This is an optimization exercise on Yosys and OpenROAD, whose aim is small area, a short achievable clock period and few clock cycles per item, not a production implementation.
Where RTL was checked, it was by simulation tests only, not by an equivalence proof against the original.
No activity file was given, so power comes from the tool's default toggle rates.

==> run P: inputs <==
==> flow/design.v <==
module SQRT(
	RST,
	CLK,
	IN_VALID,
	IN,
	OUT_VALID,
	OUT
);
input CLK;
input RST;
input [15:0] IN;
input IN_VALID;
output [11:0] OUT;
output OUT_VALID;
reg OUT_VALID;
reg [13:0] G;       
reg [2:0] L;        
reg [13:0] E;       
reg formP;          
reg cin;            
wire idle = ~E[0];
reg [12:0] hot;
reg run;
integer i;
always @(*) begin
	run = 1'b1;
	for (i = 0; i < 13; i = i + 1) begin
		run = run & E[i];
		hot[i] = run & ~E[i+1];
	end
end
wire last = hot[0];
wire [12:0] B = E[13:1];
wire [14:0] sum = {1'b0, G} + {2'b01, ~B} + {14'd0, cin};
wire acc = sum[14];
wire xbit = L[2] ^ ~(L[1] | L[0]);   
wire inbit = (formP | acc) ? xbit : L[2];
wire [13:0] rem = acc ? sum[13:0] : G;
wire big = (&IN[15:4]) & (|IN[3:0]);
always @(posedge CLK) begin
	if (idle) begin
		G <= big ? 14'd0 : {1'b0, IN[15:3]};
		L <= big ? 3'd0 : IN[2:0];
		formP <= 1'b0;
		cin <= |IN[2:0];
	end else begin
		cin <= formP | acc | (|L[1:0]);
		G <= {rem[12:0], inbit};
		L <= {L[1:0], 1'b0};
		formP <= formP | acc;
	end
end
always @(posedge CLK) begin
	if (RST)
		E[0] <= 1'b0;
	else if (IN_VALID)
		E[0] <= 1'b1;
	else if (hot[0])
		E[0] <= 1'b0;
	for (i = 1; i < 14; i = i + 1) begin
		if (IN_VALID)
			E[i] <= (i < 12);
		else if (i >= 2 && hot[i-2])
			E[i] <= acc;
		else if (i < 13 && hot[i])
			E[i] <= 1'b0;
	end
end
assign OUT = E[13:2];
always @(posedge CLK) begin
	if (RST)
		OUT_VALID <= 1'b0;
	else
		OUT_VALID <= last;
end
endmodule
==> flow/flow/run.sh <==
#!/bin/bash
# Standard layout, except:
# - ABC maps the logic with flow/area.abc (area-oriented) instead of the speed script;
#   everything else in synthesis is the standard script (synth_recipe.tcl), so the
#   registers and their names are the standard synthesis's;
# - the smallest buffer on each input and output port;
# - timing repair aimed at a setup slack well beyond the required 0.
set -euo pipefail
W=$PWD
export BUFFER_PORTS_ARGS="-buffer_cell sky130_fd_sc_hd__buf_1"
export SETUP_SLACK_MARGIN=7.0
export MY_ABC_SCRIPT=$W/flow/area.abc
export FLOW_SYNTH_TCL=$W/synth_recipe.tcl
sed "s#SYNTH_SCRIPT=[^ ]*#SYNTH_SCRIPT=$W/flow/my_synth.tcl#" standard.sh > my_standard.sh
grep -q "SYNTH_SCRIPT=$W/flow/my_synth.tcl" my_standard.sh
bash my_standard.sh > standard_make.log 2>&1
==> flow/flow/area.abc <==
strash
&get -n
&dch -f
&nf -R 1000
&put
topo
==> flow/flow/my_synth.tcl <==
# The standard synthesis, with its ABC mapping script replaced by the one in MY_ABC_SCRIPT.
proc abc {args} {
  set i [lsearch -exact $args -script]
  if { $i >= 0 && [info exists ::env(MY_ABC_SCRIPT)] } {
    set args [lreplace $args [expr {$i + 1}] [expr {$i + 1}] $::env(MY_ABC_SCRIPT)]
  }
  yosys abc {*}$args
}
source $::env(FLOW_SYNTH_TCL)
==> flow/standard.sh <==
#!/bin/bash
# synth_recipe.tcl (not shown) runs the flow's synth.tcl, then flattens the netlist and writes it again
# the make line also repeats each setting of config.mk as NAME=value (left out here)
make -C /OpenROAD-flow-scripts/flow DESIGN_CONFIG=/design/flow/config.mk WORK_HOME=/design/flow/orfs CLKGATE_MAP_FILE= SYNTH_SCRIPT=/design/flow/synth_recipe.tcl "${@:-finish}"
==> flow/config.mk <==
export PLATFORM = sky130hd
export DESIGN_NAME = SQRT
export DESIGN_NICKNAME = SQRT
export VERILOG_FILES = /design/flow/design.v
export SDC_FILE = /design/flow/constraint.sdc
export NUM_CORES = 4
export LEC_CHECK = 0
export CAP_MARGIN = 20
export CORE_MARGIN = 2
export CORE_UTILIZATION = 60
export SLEW_MARGIN = 20
==> flow/constraint.sdc <==
create_clock -name core_clock -period 10.0 [get_ports {CLK}]
set_input_delay 2.0000 -clock core_clock [delete_from_list [all_inputs] [get_ports {CLK}]]
set_output_delay 2.0000 -clock core_clock [all_outputs]
set_load 0.01 [all_outputs]
==> inputs of run X, as changes to run P <==
==> flow/design.v, changed modules only <==
module SQRT(
	RST,
	CLK,
	IN_VALID,
	IN,
	OUT_VALID,
	OUT
);
input CLK;
input RST;
input [15:0] IN;
input IN_VALID;
output [11:0] OUT;
output OUT_VALID;
reg OUT_VALID;
reg [3:0] k;        
reg [13:0] G;       
reg [2:0] L;        
reg [11:0] Y;       
wire idle = (k == 4'd15);
wire last = (k == 4'd0);
reg [11:0] mask;
integer i;
always @(*) begin
	for (i = 0; i < 12; i = i + 1)
		mask[i] = (i < k);
end
wire [13:0] B = {1'b0, Y, 1'b0} | {2'b00, mask};
wire formP = |Y;                    
wire cin = formP | (|L);
wire [14:0] sum = {1'b0, G} + {1'b0, ~B} + {14'd0, cin};
wire acc = sum[14];
wire xbit = L[2] ^ ~(L[1] | L[0]);   
wire inbit = (formP | acc) ? xbit : L[2];
wire [13:0] rem = acc ? sum[13:0] : G;
wire big = (&IN[15:4]) & (|IN[3:0]);
always @(posedge CLK) begin
	if (IN_VALID) begin
		G <= big ? 14'd0 : {1'b0, IN[15:3]};
		L <= big ? 3'd0 : IN[2:0];
	end else begin
		G <= {rem[12:0], inbit};
		L <= {L[1:0], 1'b0};
	end
end
always @(posedge CLK) begin
	for (i = 0; i < 12; i = i + 1) begin
		if (IN_VALID)
			Y[i] <= 1'b0;
		else if (k == i)
			Y[i] <= acc;
	end
end
assign OUT = Y;
always @(posedge CLK) begin
	if (RST)
		k <= 4'd15;
	else if (IN_VALID)
		k <= 4'd11;
	else if (!idle)
		k <= k - 4'd1;
end
always @(posedge CLK) begin
	if (RST)
		OUT_VALID <= 1'b0;
	else
		OUT_VALID <= last;
end
endmodule
==> flow/run.sh (new file) <==
#!/bin/bash
# synth_recipe.tcl (not shown) runs the flow's synth.tcl, then flattens the netlist and writes it again
# the make line also repeats each setting of config.mk as NAME=value (left out here)
make -C /OpenROAD-flow-scripts/flow DESIGN_CONFIG=/design/flow/config.mk WORK_HOME=/design/flow/orfs CLKGATE_MAP_FILE= SYNTH_SCRIPT=/design/flow/synth_recipe.tcl finish
--- a/flow/config.mk
+++ b/flow/config.mk
@@ -7,5 +7,5 @@
 export LEC_CHECK = 0
 export CAP_MARGIN = 20
 export CORE_MARGIN = 2
-export CORE_UTILIZATION = 60
+export CORE_UTILIZATION = 40
 export SLEW_MARGIN = 20
removed: flow/flow/run.sh
removed: flow/flow/area.abc
removed: flow/flow/my_synth.tcl
removed: flow/standard.sh
==> inputs of run M, as changes to run P <==
==> flow/design.v, changed modules only <==
module SQRT(
	RST,
	CLK,
	IN_VALID,
	IN,
	OUT_VALID,
	OUT
);
input CLK;
input RST;
input [15:0] IN;
input IN_VALID;
output [11:0] OUT;
output OUT_VALID;
reg OUT_VALID;
reg [3:0] k;        
reg [13:0] G;       
reg [1:0] L;        
reg [11:0] Y;       
wire idle = (k == 4'd15);
wire last = (k == 4'd0);
reg [11:0] mask;
integer i;
always @(*) begin
	for (i = 0; i < 12; i = i + 1)
		mask[i] = (i < k);
end
wire [13:0] B = {1'b0, Y, 1'b0} | {2'b00, mask};
wire formP = |Y[10:0];                   
wire cin = formP | (|L);
wire [14:0] sum = {1'b0, G} + {1'b0, ~B} + {14'd0, cin};
wire acc = sum[14];
wire xbit = L[1] ^ ~L[0];           
wire inbit = (formP | acc) ? xbit : L[1];
wire [13:0] rem = acc ? sum[13:0] : G;
wire big = (&IN[15:4]) & (|IN[3:0]);
wire top = ~big & (IN[15] | IN[14] | ((&IN[13:3]) & (|IN[2:0])));
wire [13:0] G0 = IN[15:2] - (top ? 14'd4094 : 14'd0);
always @(posedge CLK) begin
	if (IN_VALID) begin
		G <= big ? 14'd0 : G0;
		L <= big ? 2'd0 : IN[1:0];
	end else begin
		G <= {rem[12:0], inbit};
		L <= {L[0], 1'b0};
	end
end
always @(posedge CLK) begin
	for (i = 0; i < 11; i = i + 1) begin
		if (IN_VALID)
			Y[i] <= 1'b0;
		else if (k == i)
			Y[i] <= acc;
	end
	if (IN_VALID)
		Y[11] <= top;
end
assign OUT = Y;
always @(posedge CLK) begin
	if (RST)
		k <= 4'd15;
	else if (IN_VALID)
		k <= 4'd10;
	else if (!idle)
		k <= k - 4'd1;
end
always @(posedge CLK) begin
	if (RST)
		OUT_VALID <= 1'b0;
	else
		OUT_VALID <= last;
end
endmodule
==> flow/run.sh (new file) <==
#!/bin/bash
# synth_recipe.tcl (not shown) runs the flow's synth.tcl, then flattens the netlist and writes it again
# the make line also repeats each setting of config.mk as NAME=value (left out here)
make -C /OpenROAD-flow-scripts/flow DESIGN_CONFIG=/design/flow/config.mk WORK_HOME=/design/flow/orfs CLKGATE_MAP_FILE= SYNTH_SCRIPT=/design/flow/synth_recipe.tcl finish
--- a/flow/config.mk
+++ b/flow/config.mk
@@ -7,5 +7,5 @@
 export LEC_CHECK = 0
 export CAP_MARGIN = 20
 export CORE_MARGIN = 2
-export CORE_UTILIZATION = 60
+export CORE_UTILIZATION = 40
 export SLEW_MARGIN = 20
removed: flow/flow/run.sh
removed: flow/flow/area.abc
removed: flow/flow/my_synth.tcl
removed: flow/standard.sh
==> comparison <==
- Fmax, highest first: run P, run X, run M.
- Worst hold slack: run M > run P > run X.
- The lowest sequential power belongs to run P, the highest to run X.
- Between run X and run P, the lower worst setup slack is in run X (gap 1.0 ns).
- The highest first-iteration DRC count belongs to run M, the lowest to run P.
- In run P the clock skew is higher than in run X, by 0.0055 ns.
- Against run X, the sequential share of layout area of run P is higher by 9.0 points.
- Between run M and run P, the lower register-to-register slack is in run M (gap 1.1 ns).
- Wire length: run M is larger than run P (about 70%).
==> figures <==
Run status: run X timing/DRC/antenna clean; run M timing/DRC/antenna clean; run P timing/DRC/antenna clean
Clock-pin transition on the worst setup and hold timing paths: run X 0.07 ns; run M 0.07 ns; run P 0.10 ns
Switching component of the power: run X 0.1766 mW; run M 0.1750 mW; run P 0.1138 mW
Power group with the largest share: run X combinational logic; run M combinational logic; run P sequential cells
Power share of the sequential group: run X 37.6%; run M 36.0%; run P 49.0%
Detailed route wirelength on metal3: run X 318 µm; run M 216 µm; run P 117 µm
Top-count cell post-synth: run X sky130_fd_sc_hd__dfxtp_1; run M -; run P sky130_fd_sc_hd__o21ai_0
Tap cell instance count: run X 72; run M 77; run P 33
Number of warnings reported in the yosys synthesis log: run X 1; run M 1; run P 3
Fmax achieved: run X 252.0 MHz; run M 193.6 MHz; run P 339.6 MHz
Filler Cell Count: run X 564; run M 610; run P 279
Simple logic cell fraction of the synthesized area: run X 21.87%; run M 17.30%; run P 19.49%
Post-route clock skew: run X 0.002720 ns; run M 0.008721 ns; run P 0.008217 ns
Number of enable flip-flop cells after synthesis: run X 0; run M 1; run P 0
Final core utilization: run X 49.64%; run M 48.22%; run P 67.17%
Routing usage on met3: run X 3.620%; run M 2.918%; run P 4.329%
Global-route total usage across every layer: run X 21.11%; run M 18.77%; run P 24.29%
Setup crit end: run X G[7]; run M G[13]; run P OUT[0]
Footprint of the multi-input gates: run X 1525 µm²; run M 1831 µm²; run P 1064 µm²
Testbench counts of run P, summed over its fixed seeds: cycles 41,608, items 3,200.
No functional check of the RTL was part of run X and run M.

-- port drivers added, routing unchanged --
The flow's constraints put no driver on any port. The routed layouts listed below were extracted and timed again, unchanged, in two steps.
Step 1: set_driving_cell puts a clkbuf_16 on CLK and a buf_2 on each other input, an assumption about the parent block.
Step 2 times the ports against the registers' clock, not the clock port: input delays grow and output delays shrink by t, the midpoint of the rising clock arrivals with the driver on.
Slacks: no drivers / after step 1 / after step 2; pairs: no drivers / after step 1.
run | t, ns | slack for setup (ns) | hold slack, ns | clock arrival spread, ns | worst register clock-pin slew, ns
run P | 0.351 | 7.055 / 7.034 / 6.777 | 0.505 / 0.505 / 0.505 | 0.008 / 0.009 | 0.10 / 0.10
run X | 0.311 | 6.032 / 6.037 / 5.725 | 0.487 / 0.487 / 0.487 | 0.002 / 0.003 | 0.07 / 0.07
run M | 0.304 | 4.834 / 4.840 / 4.535 | 0.513 / 0.513 / 0.513 | 0.009 / 0.009 | 0.07 / 0.07
After both steps every run listed still meets setup and hold. For run X, which loses most, drivers alone change the setup slack by +0.005 ns; drivers and shift together by -0.307 ns.
